Context: an optimization exercise on an open-source flow, tuned for small area and few clock cycles. The choices shown serve that exercise and are no tape-out recipe.
RTL that was checked went through simulation tests only; none was proved equivalent to the original.
The clock port is modelled as an ideal driver; clocking choices that lean on that would not hold on a real chip.

==> try-nickel: inputs <==
==> flow/design.v <==
module SORT(
  clk,
  rst_n,
  in_valid1,
  in_valid2,
  in,
  mode,
  op,
  out_valid,
  out
);
input clk;
input rst_n;
input in_valid1;
input in_valid2;
input mode;
input [1:0] op;
input [4:0] in;
output reg out_valid;
output [4:0] out;
wire clr  = in_valid2;
wire push = in_valid1 & op[0];
wire pop  = in_valid1 & ~op[1] & ~op[0];
wire srt  = in_valid1 & op[1];
reg        qmode;             
reg  [4:0] wp;                
reg  [4:0] rp;                
reg  [4:0] s [0:9];
function [9:0] jdec;
  input [4:0] q;
  begin
    jdec[0] = ~q[4] & ~q[0];
    jdec[1] =  q[0] & ~q[1];
    jdec[2] =  q[1] & ~q[2];
    jdec[3] =  q[2] & ~q[3];
    jdec[4] =  q[3] & ~q[4];
    jdec[5] =  q[4] &  q[0];
    jdec[6] = ~q[0] &  q[1];
    jdec[7] = ~q[1] &  q[2];
    jdec[8] = ~q[2] &  q[3];
    jdec[9] = ~q[3] &  q[4];
  end
endfunction
wire [9:0] dw = jdec(wp);
wire [9:0] dr = jdec(rp);
wire       last = rp[4] & ~rp[3];    
reg  [9:0] cand;
reg  [4:0] mx;
reg  [9:0] first;
reg        seen;
integer i, b;
always @(*) begin
  cand = 10'h3ff;
  for (b = 4; b >= 0; b = b - 1) begin
    mx[b] = 1'b0;
    for (i = 0; i < 10; i = i + 1)
      mx[b] = mx[b] | (cand[i] & s[i][b]);
    for (i = 0; i < 10; i = i + 1)
      cand[i] = cand[i] & (s[i][b] | ~mx[b]);
  end
  seen = 1'b0;
  for (i = 0; i < 10; i = i + 1) begin
    first[i] = cand[i] & ~seen;
    seen = seen | cand[i];
  end
end
assign out = mx & {5{out_valid}};
always @(posedge clk or negedge rst_n) begin
  if (!rst_n)
    out_valid <= 1'b0;
  else
    out_valid <= srt | (out_valid & ~last);
end
always @(posedge clk) begin
  if (clr)
    qmode <= mode;
end
always @(posedge clk) begin
  if (clr)
    wp <= 5'd0;
  else if (push)
    wp <= {wp[3:0], ~wp[4]};
  else if (pop & ~qmode)
    wp <= {~wp[0], wp[4:1]};
end
always @(posedge clk) begin
  if (clr)
    rp <= {~mode, 4'd0};
  else if (srt)
    rp <= 5'd0;
  else if (out_valid | (pop & qmode) | (push & ~qmode))
    rp <= {rp[3:0], ~rp[4]};
  else if (pop)
    rp <= {~rp[0], rp[4:1]};
end
genvar g;
generate
  for (g = 0; g < 10; g = g + 1) begin : slot
    wire we = push & dw[g];
    wire z  = clr | (out_valid & first[g]) | (pop & dr[g]);
    wire keep = ~we & ~z;
    always @(posedge clk)
      s[g] <= (in & {5{we}}) | (s[g] & {5{keep}});
  end
endgenerate
endmodule
==> flow/flow/run.sh <==
#!/bin/bash
# Layout flow: the standard flow, with two changes:
#  - synthesis maps the logic with ABC's area-oriented mapper (flow/area.abc)
#    instead of ORFS's script; registers come out exactly as in the standard
#    synthesis, since ABC only maps the logic between them;
#  - ports are buffered with sky130_fd_sc_hd__buf_1 cells.
set -euo pipefail
W=$PWD
{ head -1 synth_recipe.tcl; cat flow/abc_override.tcl; tail -n +2 synth_recipe.tcl; } > my_synth.tcl
sed -e "s#SYNTH_SCRIPT=[^ ]*#SYNTH_SCRIPT=$W/my_synth.tcl#" standard.sh > my_standard.sh
export MY_ABC_SCRIPT=$W/flow/area.abc
export BUFFER_PORTS_ARGS="-buffer_cell sky130_fd_sc_hd__buf_1"
bash my_standard.sh > flow_make.log 2>&1
==> flow/flow/abc_override.tcl <==
# Run ABC with the script named by MY_ABC_SCRIPT in place of ORFS's.
proc abc {args} {
  set i [lsearch -exact $args -script]
  if {$i >= 0 && [info exists ::env(MY_ABC_SCRIPT)]} {
    set args [lreplace $args [expr {$i + 1}] [expr {$i + 1}] $::env(MY_ABC_SCRIPT)]
  }
  yosys abc {*}$args
}
==> flow/flow/area.abc <==
strash
dch
amap
==> flow/standard.sh <==
#!/bin/bash
# synth_recipe.tcl (not shown) runs the flow's synth.tcl, then flattens the netlist and writes it again
# the make line also repeats each setting of config.mk as NAME=value (left out here)
make -C /OpenROAD-flow-scripts/flow DESIGN_CONFIG=/design/flow/config.mk WORK_HOME=/design/flow/orfs CLKGATE_MAP_FILE= SYNTH_SCRIPT=/design/flow/synth_recipe.tcl "${@:-finish}"
==> flow/config.mk <==
export PLATFORM = sky130hd
export DESIGN_NAME = SORT
export DESIGN_NICKNAME = SORT
export VERILOG_FILES = /design/flow/design.v
export SDC_FILE = /design/flow/constraint.sdc
export NUM_CORES = 4
export LEC_CHECK = 0
export CAP_MARGIN = 20
export CORE_MARGIN = 2
export CORE_UTILIZATION = 40
export SLEW_MARGIN = 20
==> flow/constraint.sdc <==
create_clock -name core_clock -period 6.0 [get_ports {clk}]
set_input_delay 1.2000 -clock core_clock [delete_from_list [all_inputs] [get_ports {clk}]]
set_output_delay 1.2000 -clock core_clock [all_outputs]
set_load 0.01 [all_outputs]
==> try-harbor (differences from try-nickel) <==
==> flow/design.v, changed modules only <==
module SORT(
  clk,
  rst_n,
  in_valid1,
  in_valid2,
  in,
  mode,
  op,
  out_valid,
  out
);
input clk;
input rst_n;
input in_valid1;
input in_valid2;
input mode;
input [1:0] op;
input [4:0] in;
output reg out_valid;
output [4:0] out;
wire clr  = in_valid2;
wire push = in_valid1 & op[0];
wire pop  = in_valid1 & ~op[1] & ~op[0];
wire srt  = in_valid1 & op[1];
reg        qmode;             
reg  [4:0] wp;                
reg  [4:0] rp;                
reg  [4:0] s [0:9];
function [9:0] jdec;
  input [4:0] q;
  begin
    jdec[0] = ~q[4] & ~q[0];
    jdec[1] =  q[0] & ~q[1];
    jdec[2] =  q[1] & ~q[2];
    jdec[3] =  q[2] & ~q[3];
    jdec[4] =  q[3] & ~q[4];
    jdec[5] =  q[4] &  q[0];
    jdec[6] = ~q[0] &  q[1];
    jdec[7] = ~q[1] &  q[2];
    jdec[8] = ~q[2] &  q[3];
    jdec[9] = ~q[3] &  q[4];
  end
endfunction
wire [9:0] dw = jdec(wp);
wire [9:0] dr = jdec(rp);
wire       last = rp[4] & ~rp[3];    
reg  [9:0] cand;
reg  [4:0] mx;
reg  [9:0] first;
reg        seen, a11, a01;
integer i, b;
always @(*) begin
  cand = 10'h3ff;
  for (b = 4; b >= 2; b = b - 2) begin
    mx[b] = 1'b0;
    a11 = 1'b0;
    a01 = 1'b0;
    for (i = 0; i < 10; i = i + 1) begin
      mx[b] = mx[b] | (cand[i] & s[i][b]);
      a11   = a11   | (cand[i] & s[i][b] & s[i][b-1]);
      a01   = a01   | (cand[i] & s[i][b-1]);
    end
    mx[b-1] = mx[b] ? a11 : a01;
    for (i = 0; i < 10; i = i + 1)
      cand[i] = cand[i] & (s[i][b] | ~mx[b]) & (s[i][b-1] | ~mx[b-1]);
  end
  mx[0] = 1'b0;
  for (i = 0; i < 10; i = i + 1)
    mx[0] = mx[0] | (cand[i] & s[i][0]);
  for (i = 0; i < 10; i = i + 1)
    cand[i] = cand[i] & (s[i][0] | ~mx[0]);
  seen = 1'b0;
  for (i = 0; i < 10; i = i + 1) begin
    first[i] = cand[i] & ~seen;
    seen = seen | cand[i];
  end
end
assign out = mx & {5{out_valid}};
always @(posedge clk or negedge rst_n) begin
  if (!rst_n)
    out_valid <= 1'b0;
  else
    out_valid <= srt | (out_valid & ~last);
end
always @(posedge clk) begin
  if (clr)
    qmode <= mode;
end
always @(posedge clk) begin
  if (clr)
    wp <= 5'd0;
  else if (push)
    wp <= {wp[3:0], ~wp[4]};
  else if (pop & ~qmode)
    wp <= {~wp[0], wp[4:1]};
end
always @(posedge clk) begin
  if (clr)
    rp <= {~mode, 4'd0};
  else if (srt)
    rp <= 5'd0;
  else if (out_valid | (pop & qmode) | (push & ~qmode))
    rp <= {rp[3:0], ~rp[4]};
  else if (pop)
    rp <= {~rp[0], rp[4:1]};
end
genvar g;
generate
  for (g = 0; g < 10; g = g + 1) begin : slot
    wire we = push & dw[g];
    wire z  = clr | (out_valid & first[g]) | (pop & dr[g]);
    always @(posedge clk)
      s[g] <= (in & {5{we}}) | (s[g] & {5{~z}});
  end
endgenerate
endmodule
==> flow/flow/run.sh (replaced) <==
#!/bin/bash
# Layout flow: the standard flow (standard.sh), with these changes:
#  - synthesis maps the logic with ABC's &nf mapper (flow/area.abc)
#    instead of ORFS's script; ABC only maps the logic between registers, so the
#    registers come out exactly as in the standard synthesis;
#  - ports are buffered with sky130_fd_sc_hd__buf_1 cells;
#  - a small fixed clock tree (flow/clkroot.tcl, run before CTS): the clock
#    port drives one root buffer, which drives four leaf buffers, each feeding
#    a quarter of the registers; TritonCTS is then given only the clock port's
#    net, which has a single sink, so it adds nothing. After CTS,
#    flow/clkfix.tcl swaps a leaf buffer for sky130_fd_sc_hd__clkbuf_16 if its
#    registers' estimated clock slew is over MY_CLK_SLEW ns.
# The make output goes to flow_make.log; each ORFS step logs to orfs/logs/.
set -euo pipefail
W=$PWD
{ head -1 synth_recipe.tcl; cat flow/abc_override.tcl; tail -n +2 synth_recipe.tcl; } > my_synth.tcl
sed -e "s#SYNTH_SCRIPT=[^ ]*#SYNTH_SCRIPT=$W/my_synth.tcl#" standard.sh > my_standard.sh
export MY_ABC_SCRIPT=$W/flow/area.abc
export BUFFER_PORTS_ARGS="-buffer_cell sky130_fd_sc_hd__buf_1"
export PRE_CTS_TCL=$W/flow/clkroot.tcl
export POST_CTS_TCL=$W/flow/clkfix.tcl
export MY_CLK_SLEW=0.115
export MY_CLK_BUF=sky130_fd_sc_hd__clkbuf_8
export MY_CLK_ROOT=sky130_fd_sc_hd__clkbuf_4
export CTS_ARGS="-clk_nets clk"
bash my_standard.sh > flow_make.log 2>&1
==> flow/flow/area.abc (replaced) <==
&get -n
&st
&dch
&nf -R 1000
&put
==> flow/flow/clkfix.tcl (new file) <==
# After CTS: a leaf clock buffer (from flow/clkroot.tcl) whose registers see a
# clock slew over MY_CLK_SLEW (ns, estimated from the placement) is swapped
# for sky130_fd_sc_hd__clkbuf_16, and the placement legalized again.
set block [ord::get_db_block]
set_propagated_clock [all_clocks]
estimate_parasitics -placement
set changed 0
for {set j 0} {[$block findInst clkroot_$j] ne "NULL"} {incr j} {
  set worst 0
  foreach it [[$block findNet clknet_root_$j] getITerms] {
    set i [$it getInst]
    if {[$i getName] eq "clkroot_$j"} { continue }
    set sl [get_property [get_pins "[$i getName]/[[$it getMTerm] getName]"] slew_max]
    if {$sl > $worst} { set worst $sl }
  }
  puts "clkroot_$j: worst estimated clock slew $worst"
  if {$worst > $::env(MY_CLK_SLEW)} {
    replace_cell clkroot_$j sky130_fd_sc_hd__clkbuf_16
    puts "clkroot_$j: replaced by sky130_fd_sc_hd__clkbuf_16"
    set changed 1
  }
}
if {$changed} {
  detailed_placement
  check_placement -verbose
  estimate_parasitics -placement
}
==> flow/flow/clkroot.tcl (new file) <==
# Clock distribution: split the registers into four groups by position (halves
# by x, then each half by y, so the groups are of equal size) and drive each
# group from its own clock buffer (MY_CLK_BUF) placed at the group's centroid.
# The clock port drives one root buffer (MY_CLK_ROOT) that drives those four,
# so every register sees the same two buffer stages. flow/clkfix.tcl, run
# after CTS, upsizes any leaf buffer whose clock slew is too high.
set block [ord::get_db_block]
set clknet [$block findNet clk]
set master [[ord::get_db] findMaster $::env(MY_CLK_BUF)]
set sinks {}
foreach it [$clknet getITerms] {
  set loc [[$it getInst] getLocation]
  lappend sinks [list $it [lindex $loc 0] [lindex $loc 1]]
}
set sinks [lsort -integer -index 1 $sinks]
set h [expr {[llength $sinks] / 2}]
set groups {}
foreach half [list [lrange $sinks 0 [expr {$h - 1}]] [lrange $sinks $h end]] {
  set half [lsort -integer -index 2 $half]
  set q [expr {[llength $half] / 2}]
  lappend groups [lrange $half 0 [expr {$q - 1}]] [lrange $half $q end]
}
set rmaster [[ord::get_db] findMaster $::env(MY_CLK_ROOT)]
set root [odb::dbInst_create $block $rmaster clkroot_r]
set rnet [odb::dbNet_create $block clknet_root_r]
$rnet setSigType CLOCK
[$root findITerm A] connect $clknet
[$root findITerm X] connect $rnet
set k 0
set rx 0; set ry 0
foreach g $groups {
  set inst [odb::dbInst_create $block $master clkroot_$k]
  set net [odb::dbNet_create $block clknet_root_$k]
  $net setSigType CLOCK
  set sx 0; set sy 0
  foreach s $g {
    set it [lindex $s 0]
    $it disconnect
    $it connect $net
    incr sx [lindex $s 1]; incr sy [lindex $s 2]
  }
  [$inst findITerm A] connect $rnet
  [$inst findITerm X] connect $net
  $inst setLocation [expr {$sx / [llength $g]}] [expr {$sy / [llength $g]}]
  $inst setPlacementStatus PLACED
  puts "clkroot_$k: drives [llength $g] clock pins"
  incr k
  set loc [$inst getLocation]
  incr rx [lindex $loc 0]; incr ry [lindex $loc 1]
}
$root setLocation [expr {$rx / $k}] [expr {$ry / $k}]
$root setPlacementStatus PLACED

--- a/flow/config.mk
+++ b/flow/config.mk
@@ -8,4 +8,6 @@
 export CAP_MARGIN = 20
 export CORE_MARGIN = 2
-export CORE_UTILIZATION = 40
+export CORE_UTILIZATION = 75
+export GPL_ROUTABILITY_DRIVEN = 0
+export SETUP_SLACK_MARGIN = 0.1
 export SLEW_MARGIN = 20
==> try-xenon (differences from try-nickel) <==
--- a/flow/design.v
+++ b/flow/design.v
@@ -85,12 +85,8 @@
 end
 always @(posedge clk) begin
-  if (clr)
-    rp <= {~mode, 4'd0};
-  else if (srt)
+  if (clr | srt)
     rp <= 5'd0;
-  else if (out_valid | (pop & qmode) | (push & ~qmode))
+  else if (out_valid | (pop & qmode))
     rp <= {rp[3:0], ~rp[4]};
-  else if (pop)
-    rp <= {~rp[0], rp[4:1]};
 end
 genvar g;
@@ -98,5 +94,6 @@
   for (g = 0; g < 10; g = g + 1) begin : slot
     wire we = push & dw[g];
-    wire z  = clr | (out_valid & first[g]) | (pop & dr[g]);
+    wire z  = clr | (out_valid & first[g]) |
+              (pop & (qmode ? dr[g] : dw[(g + 1) % 10]));
     wire keep = ~we & ~z;
     always @(posedge clk)
==> flow/run.sh (new file) <==
#!/bin/bash
# synth_recipe.tcl (not shown) runs the flow's synth.tcl, then flattens the netlist and writes it again
# the make line also repeats each setting of config.mk as NAME=value (left out here)
make -C /OpenROAD-flow-scripts/flow DESIGN_CONFIG=/design/flow/config.mk WORK_HOME=/design/flow/orfs CLKGATE_MAP_FILE= SYNTH_SCRIPT=/design/flow/synth_recipe.tcl finish
removed: flow/flow/run.sh
removed: flow/flow/abc_override.tcl
removed: flow/flow/area.abc
removed: flow/standard.sh
==> try-fjord (differences from try-nickel) <==
--- a/flow/design.v
+++ b/flow/design.v
@@ -85,12 +85,8 @@
 end
 always @(posedge clk) begin
-  if (clr)
-    rp <= {~mode, 4'd0};
-  else if (srt)
+  if (clr | srt)
     rp <= 5'd0;
-  else if (out_valid | (pop & qmode) | (push & ~qmode))
+  else if (out_valid | (pop & qmode))
     rp <= {rp[3:0], ~rp[4]};
-  else if (pop)
-    rp <= {~rp[0], rp[4:1]};
 end
 genvar g;
@@ -98,5 +94,6 @@
   for (g = 0; g < 10; g = g + 1) begin : slot
     wire we = push & dw[g];
-    wire z  = clr | (out_valid & first[g]) | (pop & dr[g]);
+    wire z  = clr | (out_valid & first[g]) |
+              (pop & (qmode ? dr[g] : dw[(g + 1) % 10]));
     wire keep = ~we & ~z;
     always @(posedge clk)
==> flow/run.sh (new file) <==
#!/bin/bash
# synth_recipe.tcl (not shown) runs the flow's synth.tcl, then flattens the netlist and writes it again
# the make line also repeats each setting of config.mk as NAME=value (left out here)
make -C /OpenROAD-flow-scripts/flow DESIGN_CONFIG=/design/flow/config.mk WORK_HOME=/design/flow/orfs CLKGATE_MAP_FILE= SYNTH_SCRIPT=/design/flow/synth_recipe.tcl finish
--- a/flow/config.mk
+++ b/flow/config.mk
@@ -8,4 +8,4 @@
 export CAP_MARGIN = 20
 export CORE_MARGIN = 2
-export CORE_UTILIZATION = 40
+export CORE_UTILIZATION = 65
 export SLEW_MARGIN = 20
removed: flow/flow/run.sh
removed: flow/flow/abc_override.tcl
removed: flow/flow/area.abc
removed: flow/standard.sh
==> notes.md <==
try-nickel completed and failed the layout checks on setup timing. try-xenon produced a clean layout. try-fjord produced a clean layout. try-harbor completed with no timing, DRC or antenna violations. Sequential share of layout area: try-harbor > try-fjord > try-xenon > try-nickel. Synthesized cell count is the same in try-xenon and try-fjord. Clock skew, highest first: try-harbor, try-nickel, try-xenon, try-fjord. Against try-xenon, the register-to-register slack of try-harbor is worse by 0.56 ns. The highest worst setup slack belongs to try-harbor, the lowest to try-nickel.
Testbench counts of try-nickel, summed over its fixed seeds: cycles 5,225.
Testbench counts of try-harbor, summed over its fixed seeds: cycles 5,225.
Only the layout flow was run in try-xenon and try-fjord; the RTL was not checked for function there.

==> port drivers added, routing unchanged <==
No port has a modelled driver above. Below, the same layouts with a new extraction and two added sets of constraints.
Step 1 (the two cells are an assumption about what drives the block):
set clk [get_ports {clk}]
set_driving_cell -lib_cell sky130_fd_sc_hd__clkbuf_16 $clk
set_driving_cell -lib_cell sky130_fd_sc_hd__buf_2 [delete_from_list [all_inputs] $clk]
Step 2 moves the port delays by t, midway between the first and last clock arrival at a register: inputs arrive t later, outputs are due t later. That takes back most of the time a late clock gives input paths.
Three values: no drivers, after step 1, after step 2; two values: the first two.
run	t (ns)	slack for setup (ns)	slew at the worst register clock pin (ns)
try-nickel	0.381	-0.972 / -1.003 / -0.940	0.08 / 0.08
try-harbor	0.394	0.236 / 0.209 / 0.409	0.10 / 0.10
try-xenon	0.378	0.225 / 0.193 / 0.570	0.08 / 0.08
try-fjord	0.376	0.167 / 0.136 / 0.512	0.08 / 0.08
